What follows belongs to an exercise in optimizing a design on an open flow for small area and a short achievable clock period; a production flow would make more cautious choices.
Only simulation tests tie the RTL to the original design; equivalence was not proved.
No driver is modelled on the clock port, so clock power and skew are understated where the tree is cut down; a real chip needs a root buffer or a tree.
Power is estimated from default activity; no workload was simulated.

## old
Design TEN_GIG_MAC_RX_PATH, start of the top module:
module TEN_GIG_MAC_RX_PATH #(
    parameter       P_SRC_MAC  = 48'h01_02_03_04_05_06
)(
    input           i_clk               ,
    input           i_rst               ,
    input  [63:0]   i_xgmii_rxd         ,
    input  [7 :0]   i_xgmii_rxc         ,
    input  [47:0]   i_dynamic_src_mac   ,
    input           i_dynamic_src_valid ,
    output [63:0]   m_axis_rdata        ,
    output [79:0]   m_axis_ruser        ,
    output [7 :0]   m_axis_rkeep        ,
    output          m_axis_rlast        ,
    output          m_axis_rvalid       ,
    output          o_crc_error         ,
    output          o_crc_valid
);
Settings: LEC_CHECK=0, CAP_MARGIN=20, CORE_MARGIN=2, CORE_UTILIZATION=60, SLEW_MARGIN=20; clock period 9.0 ns.
standard.sh (not shown) runs the stock make flow with config.mk's settings and CLKGATE_MAP_FILE= SYNTH_SCRIPT=/design/flow/synth_recipe.tcl, a recipe that flattens the netlist after the stock synthesis.
==> flow/flow/run.sh <==
#!/bin/bash
set -euo pipefail
W=$(pwd)
MARGIN=6.25
CLUSTER=30
DIAM=80
export DONT_BUFFER_PORTS=1
export PRE_GLOBAL_PLACE_TCL=$W/flow/ports.tcl
export CTS_ARGS="-sink_clustering_enable -repair_clock_nets -dont_use_dummy_load -buf_list {sky130_fd_sc_hd__clkbuf_8 sky130_fd_sc_hd__clkbuf_16} -root_buf sky130_fd_sc_hd__clkbuf_16 -sink_clustering_size $CLUSTER -sink_clustering_max_diameter $DIAM"
NLEAF=26
if [[ $NLEAF != 0 ]]; then export PRE_CTS_TCL=$W/flow/cts.tcl; fi
if [[ $MARGIN != 0 ]]; then export SETUP_SLACK_MARGIN=$MARGIN; fi
bash standard.sh > $W/standard_flow.log 2>&1
==> flow/flow/cts.tcl <==
# Sourced at the start of the CTS step (PRE_CTS_TCL): builds the clock tree
# here instead of TritonCTS, whose H-tree always puts three buffers between the
# clock port and the registers.  This tree has two levels: one root buffer
# driving one leaf buffer per cluster of registers (k-means on the placed
# register locations, at most a fixed number per cluster), every register one root and one leaf buffer from the
# port, so clock arrival is balanced.  The rest of the CTS step (placement
# legalisation, timing repair) runs as usual.
proc my_two_level_cts {nleaf leafcell rootcell} {
  set block [ord::get_db_block]
  set db [ord::get_db]
  set clknet [$block findNet i_clk]
  set sinks {}
  foreach it [$clknet getITerms] {
    set inst [$it getInst]
    set loc [$inst getLocation]
    lappend sinks [list $it [lindex $loc 0] [lindex $loc 1]]
  }
  set n [llength $sinks]
  set sorted [lsort -real -index 1 $sinks]
  set cents {}
  for {set k 0} {$k < $nleaf} {incr k} {
    set s [lindex $sorted [expr {int(($k + 0.5) * $n / $nleaf)}]]
    lappend cents [list [lindex $s 1] [lindex $s 2]]
  }
  # k-means with at most cap registers per cluster: registers are assigned
  # in order of their distance to the nearest centre, each to the nearest
  # centre that still has room
  set cap [expr {int(ceil(1.12 * $n / $nleaf))}]
  for {set iter 0} {$iter < 30} {incr iter} {
    set order {}
    set i 0
    foreach s $sinks {
      set ds {}
      for {set k 0} {$k < $nleaf} {incr k} {
        set c [lindex $cents $k]
        lappend ds [list $k [expr {abs([lindex $s 1] - [lindex $c 0]) + abs([lindex $s 2] - [lindex $c 1])}]]
      }
      set ds [lsort -real -index 1 $ds]
      lappend order [list $i [lindex $ds 0 1] $ds]
      incr i
    }
    set sumx [lrepeat $nleaf 0.0]; set sumy [lrepeat $nleaf 0.0]; set cnt [lrepeat $nleaf 0]
    set assign [lrepeat $n 0]
    foreach o [lsort -real -index 1 $order] {
      set i [lindex $o 0]
      foreach kd [lindex $o 2] {
        set k [lindex $kd 0]
        if {[lindex $cnt $k] < $cap} { break }
      }
      set s [lindex $sinks $i]
      lset assign $i $k
      lset sumx $k [expr {[lindex $sumx $k] + [lindex $s 1]}]
      lset sumy $k [expr {[lindex $sumy $k] + [lindex $s 2]}]
      lset cnt $k [expr {[lindex $cnt $k] + 1}]
    }
    for {set k 0} {$k < $nleaf} {incr k} {
      if {[lindex $cnt $k] > 0} {
        lset cents $k [list [expr {[lindex $sumx $k] / [lindex $cnt $k]}] [expr {[lindex $sumy $k] / [lindex $cnt $k]}]]
      }
    }
  }
  puts "two-level clock tree: $n registers, cluster sizes [lsort -integer $cnt]"
  set rootm [$db findMaster $rootcell]
  set leafm [$db findMaster $leafcell]
  set root [odb::dbInst_create $block $rootm clktree_root]
  set rootnet [odb::dbNet_create $block clktree_root_net]
  $rootnet setSigType CLOCK
  [$root findITerm A] connect $clknet
  [$root findITerm X] connect $rootnet
  set rx 0.0; set ry 0.0; set used 0
  for {set k 0} {$k < $nleaf} {incr k} {
    if {[lindex $cnt $k] == 0} { continue }
    set leaf [odb::dbInst_create $block $leafm clktree_leaf_$k]
    set lnet [odb::dbNet_create $block clktree_leaf_net_$k]
    $lnet setSigType CLOCK
    [$leaf findITerm A] connect $rootnet
    [$leaf findITerm X] connect $lnet
    set c [lindex $cents $k]
    $leaf setLocation [expr {int([lindex $c 0])}] [expr {int([lindex $c 1])}]
    $leaf setPlacementStatus PLACED
    set rx [expr {$rx + [lindex $c 0]}]; set ry [expr {$ry + [lindex $c 1]}]
    incr used
    set leaves($k) $lnet
  }
  $root setLocation [expr {int($rx / $used)}] [expr {int($ry / $used)}]
  $root setPlacementStatus PLACED
  set i 0
  foreach s $sinks {
    set it [lindex $s 0]
    $it disconnect
    $it connect $leaves([lindex $assign $i])
    incr i
  }
}

my_two_level_cts 26 sky130_fd_sc_hd__clkbuf_16 sky130_fd_sc_hd__clkbuf_16

# the tree is built: the step's clock_tree_synthesis call only sets the
# clock propagated, as TritonCTS leaves it
rename clock_tree_synthesis my_unused_clock_tree_synthesis
proc clock_tree_synthesis {args} {
  puts "clock tree built by flow/cts.tcl; TritonCTS not run"
  set_propagated_clock [all_clocks]
}
Other scripts of this flow, unchanged in this note and not shown: flow/flow/ports.tcl
The inputs of new differ from those of old as listed below.
==> flow/flow/run.sh <==
#!/bin/bash
set -euo pipefail
W=$(pwd)
MARGIN=6.15
CLUSTER=30
DIAM=80
export DONT_BUFFER_PORTS=1
export PRE_GLOBAL_PLACE_TCL=$W/flow/ports.tcl
export CTS_ARGS="-sink_clustering_enable -repair_clock_nets -dont_use_dummy_load -buf_list {sky130_fd_sc_hd__clkbuf_8 sky130_fd_sc_hd__clkbuf_16} -root_buf sky130_fd_sc_hd__clkbuf_16 -sink_clustering_size $CLUSTER -sink_clustering_max_diameter $DIAM"
NLEAF=24
if [[ $NLEAF != 0 ]]; then export PRE_CTS_TCL=$W/flow/cts.tcl; fi
if [[ $MARGIN != 0 ]]; then export SETUP_SLACK_MARGIN=$MARGIN; fi
bash standard.sh > $W/standard_flow.log 2>&1
-- flow/flow/cts.tcl --
<<< old, line 95

my_two_level_cts 26 sky130_fd_sc_hd__clkbuf_16 sky130_fd_sc_hd__clkbuf_16

>>> new, line 95

my_two_level_cts 24 sky130_fd_sc_hd__clkbuf_16 sky130_fd_sc_hd__clkbuf_16

[summary]
- In summary, new completed successfully, with a layout that passed the timing, DRC and antenna checks.
- Compared with old, new shows a global-route wire length before repair that is about 0.33% higher.
- | number of antenna violations at the first check in global routing | lower: old |
- Relative to old, first-iteration DRC count has gone up in new.
- new ended up with a lower core utilization than old did.
- Delta (new minus old): post-cts sizing count saw a decrease, met2 usage in global routing saw an increase, total power saw a decrease.
- Hold slack: new worse than old
- new vs old — part of the power in the clock network dropped 0.2 points.
- The routed wire length was comparable across old and new.
- Between old and new, worst setup slack is lower for new, old comes in above that.
In every run of this note, the design's own scripts or RTL, not TritonCTS, make the clock network.

## static timing again, ports no longer ideal
The flow's constraints put no driver on any port. The routed layouts listed below were extracted and timed again, unchanged, in two steps. Step 1 assumes that a clkbuf_16 drives the clock port and a buf_2 every other input. Step 2 times the ports against the registers' clock, not the clock port: input delays grow and output delays shrink by t, the midpoint of the rising clock arrivals with the driver on. Three values: ideal ports, drivers, drivers and shift; two values: the first two.
| run | shift t [ns] | setup WS [ns] | latest minus earliest clock arrival (ns) | slew at the worst register clock pin (ns) |
|---|---|---|---|---|
| old | 0.663 | 5.977 / 5.921 / 5.953 | 0.036 / 0.036 | 0.10 / 0.10 |
| new | 0.655 | 5.965 / 5.911 / 5.853 | 0.049 / 0.049 | 0.12 / 0.12 |
After both steps setup and hold are still met in every run listed. For new, which loses most, drivers alone change the setup slack by -0.054 ns; drivers and shift together by -0.112 ns. The worst setup slack also covers recovery checks on asynchronous resets.
